Context: an optimization exercise on an open-source flow, tuned for small area. The choices shown serve that exercise and are no tape-out recipe.
Function was checked by simulation only, so behaviour that the tests miss may differ from the original.

==> design.v <==
`timescale 1ns / 1ps
module fpga3(
    input [3:0] SW,
    input rot_A, input rot_B, input rot_dwn,
    input BTN0, input BTN1, input BTN2,
    input reset, input clk,
    output [7:0] LED,
    output R, output G, output B,
    output h_sync, output v_sync
    );
function [31:0] addc;            
	input [31:0] a, b;
	input ci;
	integer i;
	reg c;
	begin
		c = ci;
		for (i = 0; i < 32; i = i + 1) begin
			addc[i] = a[i] ^ b[i] ^ c;
			c = (a[i] & b[i]) | (c & (a[i] ^ b[i]));
		end
	end
endfunction
function geu;                    
	input [31:0] a, b;
	integer i;
	reg c;
	begin
		c = 1'b1;
		for (i = 0; i < 32; i = i + 1)
			c = (a[i] & ~b[i]) | (c & ~(a[i] ^ b[i]));
		geu = c;
	end
endfunction
reg       hs;
reg [9:0] ha;
reg [9:0] V;
wire line_end  = ha[9] & ha[4] & ha[2] & ha[1] & ha[0];    
wire frame_end = V[9] & V[7] & V[4] & V[3] & V[1];        
reg [9:0] ha_step;
integer k;
reg t;
always @(*) begin
	t = 1'b1;
	for (k = 0; k < 10; k = k + 1) begin
		ha_step[k] = ha[k] ^ t;
		t = t & (ha[k] ^ hs);
	end
end
always @(posedge reset or posedge clk)
	if (reset) begin
		hs <= 1'b1;
		ha <= 10'd505;
	end else if (line_end) begin
		hs <= 1'b1;
		ha <= 10'd504;
	end else begin
		ha <= ha_step;
		if (ha[9:1] == 9'd0) hs <= 1'b0;
	end
wire [9:0] V_inc = addc(V, 0, 1'b1);
always @(posedge reset or posedge clk)
	if (reset)
		V <= 10'd0;
	else if (line_end)
		V <= frame_end ? 10'd1 : V_inc;
wire H_on = geu(10'd399, ha) | (hs & ha == 10'd400);
wire V_on = geu(V, 10'd23) & ~geu(V, 10'd623);
wire on   = H_on & V_on;
assign h_sync = ~(~hs & ~geu(10'd415, ha));
assign v_sync = ~geu(V, 10'd659);
wire [10:0] vy = addc(V, ~32'd323, 1'b1);
wire [9:0] b = addc(vy[9:0] ^ {10{vy[10]}}, 0, vy[10]);
reg [1:0] pattn;             
always @(posedge reset or posedge clk)
	if (reset)
		pattn <= 2'd0;
	else if (BTN0)
		pattn <= 2'd1;
	else if (BTN1)
		pattn <= 2'd2;
	else if (BTN2)
		pattn <= 2'd3;
reg [19:0] debcnt;
wire deb_end = &debcnt[19:1];
always @(posedge reset or posedge clk)
	if (reset)
		debcnt <= 20'h00000;
	else if (rot_dwn)
		debcnt <= addc(debcnt, 0, ~&debcnt);
	else if (deb_end)
		debcnt <= 20'h00000;
wire scal_change = deb_end & ~debcnt[0];
reg [2:0] ps;
always @(posedge reset or negedge clk)
	if (reset)
		ps <= 3'd1;
	else if (scal_change && SW[3] && !(ps[2] & ps[0]))
		ps <= addc(ps, 0, 1'b1);
	else if (scal_change && ~SW[3] && ps != 3'd1)
		ps <= addc(ps, 32'hffffffff, 1'b0);
reg dett_A, dett_B, deb_A, deb_B, deb_AA;
always @(posedge reset or posedge clk)
	if (reset) begin
		dett_A <= 1'b1; dett_B <= 1'b1;
		deb_A <= 1'b1; deb_B <= 1'b1; deb_AA <= 1'b1;
	end else begin
		dett_A <= rot_A; dett_B <= rot_B;
		if (dett_A == dett_B) deb_A <= dett_A;
		else deb_B <= dett_B;
		deb_AA <= deb_A;
	end
reg [2:0] rot;
always @(posedge reset or negedge clk)
	if (reset)
		rot <= 3'd0;
	else if (deb_A & ~deb_AA)
		rot <= addc(rot, {32{deb_B}}, ~deb_B);
assign LED = {1'b0, rot, 1'b0, ps};
reg [8:0] w3;                  
reg [6:0] e3;
wire vinit = line_end & (frame_end | (V == 10'd0));
wire [7:0] e3p = addc(e3, 29, 1'b0);
wire c3 = geu(e3p, 75);
wire [6:0] e3n = c3 ? addc(e3p, ~32'd74, 1'b0) : e3p;    
always @(posedge clk)
	if (vinit) begin
		w3 <= 9'h1bd;               
		e3 <= 7'd37;
	end else if (line_end) begin
		w3 <= addc(w3, 0, c3);
		e3 <= e3n;
	end
wire e3ge25 = geu(e3, 25);
wire e3ge50 = geu(e3, 50);
wire e3gt25 = geu(e3, 26);
wire [6:0] ep  = e3ge50 ? addc(e3, ~32'd49, 1'b0) : addc(e3, 25, 1'b0);
wire [6:0] epp = e3ge25 ? addc(e3, ~32'd24, 1'b0) : addc(e3, 50, 1'b0);
wire c4 = ~geu(addc({ep, 2'b0}, 123, 1'b0), V);                          
wire c5 = ~geu(addc(addc({epp, 2'b0}, epp, 1'b0), 73, 1'b0), V);       
wire s1 = (ps == 3'd1);
wire s4sh = (ps == 3'd4 && rot != 3'd7) || (ps == 3'd5 && rot == 3'd7);
wire s5sh = (ps == 3'd5 && rot != 3'd7);
wire r0 = s1 & (rot[1:0] == 2'd0);
wire r2 = s1 & (rot[1:0] == 2'd2);
reg [9:0] K;
reg cb;
reg tok;
always @(*) begin
	K = 10'd0; cb = 1'b0; tok = 1'b0;
	if (r0) begin
		K = -10'd38; cb = ~e3ge50; tok = ~geu(V, 10'd349);
	end else if (r2) begin
		K = 10'd78; cb = e3gt25; tok = geu(V, 10'd298);
	end else if (ps == 3'd2) begin
		K = -10'd19; cb = ~e3ge25; tok = ~geu(V, 10'd374);
	end else if (ps == 3'd3) begin
		K = 10'd0; cb = 1'b0; tok = ~geu(V, 10'd399);
	end else if (s4sh) begin
		K = e3ge50 ? 10'd20 : 10'd19; cb = c4; tok = ~geu(V, 10'd424);
	end else if (s5sh) begin
		K = e3ge25 ? 10'd39 : 10'd38; cb = c5; tok = ~geu(V, 10'd449);
	end
end
wire [9:0] w3s = {w3[8], w3} ^ {10{r2}};
wire [9:0] thr = addc(w3s, K, 1'b0) - cb;
wire tri_main = tok & ~thr[9] & geu(thr[8:0], ha);
reg [7:0] Rt;
always @(*)
	case (b[4:0])
		5'd0: Rt = 50;   5'd1: Rt = 47;   5'd2: Rt = 44;   5'd3: Rt = 42;
		5'd4: Rt = 39;   5'd5: Rt = 37;   5'd6: Rt = 34;   5'd7: Rt = 31;
		5'd8: Rt = 29;   5'd9: Rt = 26;   5'd10: Rt = 24;  5'd11: Rt = 21;
		5'd12: Rt = 18;  5'd13: Rt = 16;  5'd14: Rt = 13;  5'd15: Rt = 11;
		5'd16: Rt = 8;   5'd17: Rt = 6;   5'd18: Rt = 3;   5'd19: Rt = 0;
		5'd20: Rt = 2;   5'd21: Rt = 5;   5'd22: Rt = 7;   5'd23: Rt = 10;
		5'd24: Rt = 13;  5'd25: Rt = 15;  5'd26: Rt = 18;  5'd27: Rt = 20;
		5'd28: Rt = 23;  5'd29: Rt = 25;  default: Rt = 0;
	endcase
wire Rneg = geu(b[4:0], 20);
wire up_neg = hs ^ rot[1];
wire tri_odd = ~geu(b, 30) &
	(up_neg ? (geu(10'd25, ha) & (~Rneg | geu(ha, Rt))) : (~Rneg & geu(Rt, ha)));
wire tri_px = (s1 & rot[0]) ? tri_odd : tri_main;
reg [7:0] m;                   
always @(*)
	case (rot)
		3'd0: m = 0;   3'd1: m = 30;  3'd2: m = 50;  3'd3: m = 70;
		3'd4: m = 100; 3'd5: m = 130; 3'd6: m = 150; 3'd7: m = 170;
	endcase
wire sub = hs ^ SW[3];
wire [10:0] x = addc(ha, {{3{sub}}, m ^ {8{sub}}}, sub);
wire neg = sub & x[10];
wire [10:0] dab = addc(x ^ {11{neg}}, 0, neg);
wire [7:0] d = dab[7:0];
reg [7:0] RADm1;
reg [15:0] RAD2;
always @(*)
	case (ps)
		3'd1: begin RADm1 = 49;  RAD2 = 2500;  end
		3'd2: begin RADm1 = 99;  RAD2 = 10000; end
		3'd3: begin RADm1 = 149; RAD2 = 22500; end
		3'd4: begin RADm1 = 199; RAD2 = 40000; end
		3'd5: begin RADm1 = 249; RAD2 = 62500; end
		default: begin RADm1 = 0; RAD2 = 0; end
	endcase
function [31:0] sq;
	input [15:0] x;
	integer i, j;
	reg [31:0] acc, row;
	begin
		acc = 0;
		for (i = 0; i < 16; i = i + 1)
			acc[2*i] = x[i];
		for (j = 1; j < 16; j = j + 1) begin
			row = 0;
			for (i = 0; i < j; i = i + 1)
				row[i+j+1] = x[i] & x[j];
			acc = addc(acc, row, 1'b0);
		end
		sq = acc;
	end
endfunction
wire [15:0] d2 = sq(d);
wire [17:0] b2 = sq(b[8:0]);
wire [15:0] q = b2[17:2];
wire [17:0] lhs = addc(addc(d2, q, 1'b0), {q, 1'b0}, 1'b0);
wire circ = ~(ps[2] & ps[0] & ~SW[3] & (&rot)) & (dab[10:8] == 3'd0) &
            geu(RADm1, d) & geu(RAD2, lhs);
wire barR = (hs & ~geu(10'd99, ha) & geu(10'd399, ha)) | (~hs & ~geu(10'd200, ha) & geu(10'd300, ha));
wire barG = (hs & ~geu(10'd299, ha) & geu(10'd399, ha)) | (hs & geu(10'd199, ha)) | (~hs & geu(10'd100, ha));
wire barB = (hs & ~geu(10'd299, ha) & geu(10'd399, ha)) | (~hs & ~geu(10'd0, ha) & geu(10'd300, ha));
wire shape = pattn[0] ? circ : tri_px;
wire [2:0] pix = (pattn == 2'd1) ? {barB, barG, barR} : {3{pattn[1] & shape}};
assign R = on & SW[0] & pix[0];
assign G = on & SW[1] & pix[1];
assign B = on & SW[2] & pix[2];
endmodule
==> run.sh <==
#!/bin/bash
# synth_recipe.tcl (not shown) runs the flow's synth.tcl, then flattens the netlist and writes it again
# the make line also repeats each setting of config.mk as NAME=value (left out here)
make -C /OpenROAD-flow-scripts/flow DESIGN_CONFIG=/design/flow/config.mk WORK_HOME=/design/flow/orfs CLKGATE_MAP_FILE= SYNTH_SCRIPT=/design/flow/synth_recipe.tcl finish
==> config.mk <==
export PLATFORM = sky130hd
export DESIGN_NAME = fpga3
export DESIGN_NICKNAME = fpga3
export VERILOG_FILES = /design/flow/design.v
export SDC_FILE = /design/flow/constraint.sdc
export NUM_CORES = 4
export LEC_CHECK = 0
export CAP_MARGIN = 20
export CORE_MARGIN = 2
export CORE_UTILIZATION = 40
export SLEW_MARGIN = 20
==> constraint.sdc <==
create_clock -name core_clock -period 50.0 [get_ports {clk}]
set_input_delay 10.0000 -clock core_clock [delete_from_list [all_inputs] [get_ports {clk}]]
set_output_delay 10.0000 -clock core_clock [all_outputs]
set_load 0.01 [all_outputs]
==> flow_metrics.tcl <==
set metrics [dict create \
    async_flop_share_pct 77.1 \
    diodes 0 \
    synth_warnings 1 \
    cp_common_cell "fa_1" \
    critPathArrivalTime_ns 39.33 \
    dp_slack_ns -0.0908 \
    post_drt_wl_per_cell_um 15.8 \
    grt_overflow 0 \
    ys.flop_type "dfrtp_1" \
    firstDrtPassIters 5 \
    grt_max_degree 55 \
    top_layer_used "met4" \
    place_inst 1609 \
    r2r.worst_path.cells 7 \
    whs_path_depth 0 \
    via_per_inst 5.24 \
    min_path_type "reg2reg" \
    cts_tree "built" \
    postRouteAntennaNets 0 \
    dp_hpwl_mm 20.4 \
    skew_ns 0.0518 \
    gp_congestion 0.913 \
    final_layout_size_suffix_gt1_share_pct 7.93 \
    drtIter0Drc 591 \
    num-fill-cells 2724 \
    clockBufferDepth 2 \
    ys_seq_elements 70 \
    wirelength_mm 25.7 \
    instances_no_fill 1627 \
    drc 0 \
    critPathMaxStageDelay_ns 0.55 \
    clkTransAtPathRegs_ns 0.07 \
    hold_violations 0 \
    rrSetupSlack_ns 22.56 \
    antenna_found_initial 0 \
    path_buf_inv 15 \
    min_to "deb_AA" \
    num_rows 60 \
    place_area_mm2 0.0116 \
    setup_viol 0 \
    final_common_cell "ha_1" \
    numCtsBuffers 9 \
    cpMaxStageDelayCell "fa_2" \
    synth_area_mm2 0.0110 \
    syn-instance-count 1285 \
    num-nets-final 1589 \
    final_cell_mix "ha_1, inv_1, nand2_1" \
    r2r_start "debcnt[15]" \
    io_buffers 22 \
    min_from "deb_A" \
    worst_slack_ns 0.666 \
    slew_violations 0 \
    htreeDepth 3 \
    die_area_mm2 0.0289 \
    end_kind "output pin" \
    vias 8532 \
    io_pins 25 \
    insertion_delay_ns 0.40 \
    cp_top_family "adder cells" \
    max_cap_viol_count 0 \
    crit_type "reg2out" \
    cts_sinks 70 \
    synth_edf_count 0 \
    yosysUniqueCellTypes 82 \
    area_growth_pct 8.16 \
    fin_hold_ws_ns 0.378 \
    worstPathMaxFanout 4 \
    fp.dieH_um 170 \
    grt_pass1_vias 8412 \
    cts_hold_buf 0 \
    setup_tns_ns 0 \
    grt_pass1_wl_mm 43.4 \
    route.met3.wl_um 856 \
    r2r-end "ps[1]" \
    register_area_mm2 0.00169 \
    status "complete, no violations" \
    relSlewSlack_pct 40.9 \
    critPathRequiredTime_ns 40.00 \
    wl_met2_mm 11.5 \
    synthTopCellsByArea "ha_1, fa_1, dfrtp_1, inv_1, nand2_1" \
    clockRootBuffer "clkbuf_16" \
    multi_input_area_mm2 0.00851 \
    yosys.area.top_type_share_pct 23.5 \
    wl_met1_mm 12.8 \
    syn_area_per_cell_um2 8.59 \
    yosysTopAreaCell "ha_1" \
    start_kind "flop" \
    start_util_pct 40.8 \
    track_usage_pct 18.8 \
    finalInstanceArea_mm2 0.0119 \
    synth.yosys.seq_area_share_pct 15.3 \
    die_width_um 170 \
    core_region_area_mm2 0.0270 \
    worst_pin_slew_ns 0.886 \
]
-- worst max-delay path by stage --
stage | cells past startpoint | start | end | slack, ns
2_1_floorplan | 58 | rot[0] | B | 0.51
3_3_place_gp | 59 | rot[1] | G | 0.15
3_5_place_dp | 59 | rot[1] | B | -0.09
4_1_cts | 59 | rot[1] | G | 0.03
5_1_grt | 58 | rot[1] | B | -0.009
6_report | 58 | rot[1] | G | 0.67
-- layout make-up --
cell class	instances	area share (%)
inverter	177	5.61
timing repair buffer	39	2.91
clock inverter	8	0.566
tap	341	3.58
multi-input combinational	983	71.3
clock buffer	9	1.89
sequential	70	14.2
-- state kept, by name (all words and copies together) (netlist names), 2 cells and up --
| signal | count |
|---|---|
| debcnt | 20 |
| V | 10 |
| ha | 10 |
| w3 | 9 |
| e3 | 7 |
| ps | 3 |
| rot | 3 |
| pattn | 2 |
-- logic make-up (layout without fill, tap and decap cells) --
logic type | after synthesis | after routing | share of synthesized area [%]
adders and majority gates | 297 | 297 | 39.7
other | 1 | 2 | 0.0340
DFF | 70 | 70 | 15.3
and+or+nand+nor | 368 | 368 | 15.8
muxes | 14 | 14 | 1.29
xor gates and xnor gates | 75 | 75 | 6.15
AOI/OAI and AO/OA | 227 | 227 | 13.4
buffers and inverters | 233 | 233 | 8.31
-- layer usage --
| metal | GRT usage, % | up-vias |
|---|---|---|
| met5 | 0 | - |
| met4 | 6.35 | 0 |
| met2 | 29.3 | 145 |
| met1 | 26.9 | 4090 |
| li1 | - | 4269 |
| met3 | 2.26 | 28 |
-- cell usage after synthesis (4+ instances only) --
| master | count |
|---|---|
| a2111oi_0 | 4 |
| a211o_1 | 5 |
| a211oi_1 | 6 |
| a21o_1 | 10 |
| a21oi_1 | 39 |
| and2_1 | 32 |
| and3_1 | 7 |
| buf_1 | 4 |
| buf_2 | 9 |
| clkbuf_1 | 37 |
| dfrtn_1 | 5 |
| dfrtp_1 | 35 |
| dfstp_2 | 14 |
| dfxtp_1 | 16 |
| fa_1 | 89 |
| ha_1 | 207 |
| inv_1 | 173 |
| mux2i_1 | 12 |
| nand2_1 | 148 |
| nand2b_1 | 6 |
| nand3_1 | 11 |
| nand4_1 | 8 |
| nor2_1 | 77 |
| nor2b_1 | 12 |
| nor3_1 | 23 |
| nor4_1 | 9 |
| o21a_1 | 14 |
| o21ai_0 | 86 |
| o21bai_1 | 5 |
| o22ai_1 | 5 |
| o311ai_1 | 5 |
| o31ai_1 | 6 |
| or2_2 | 4 |
| or3_1 | 12 |
| or4_1 | 4 |
| xnor2_1 | 45 |
| xor2_1 | 28 |
-- stage by stage --
step           utilization [%]
2_1_floorplan                -
3_3_place_gp              42.7
3_5_place_dp              42.8
4_1_cts                   44.0
5_1_grt                   44.2
6_report                  44.2
-- what timing repair did --
item                       in CTS  in global routing
setup endpoints to repair       3                  3
gates resized for setup         8                 30
buffers inserted                1                  1
pin swaps                       2                 10
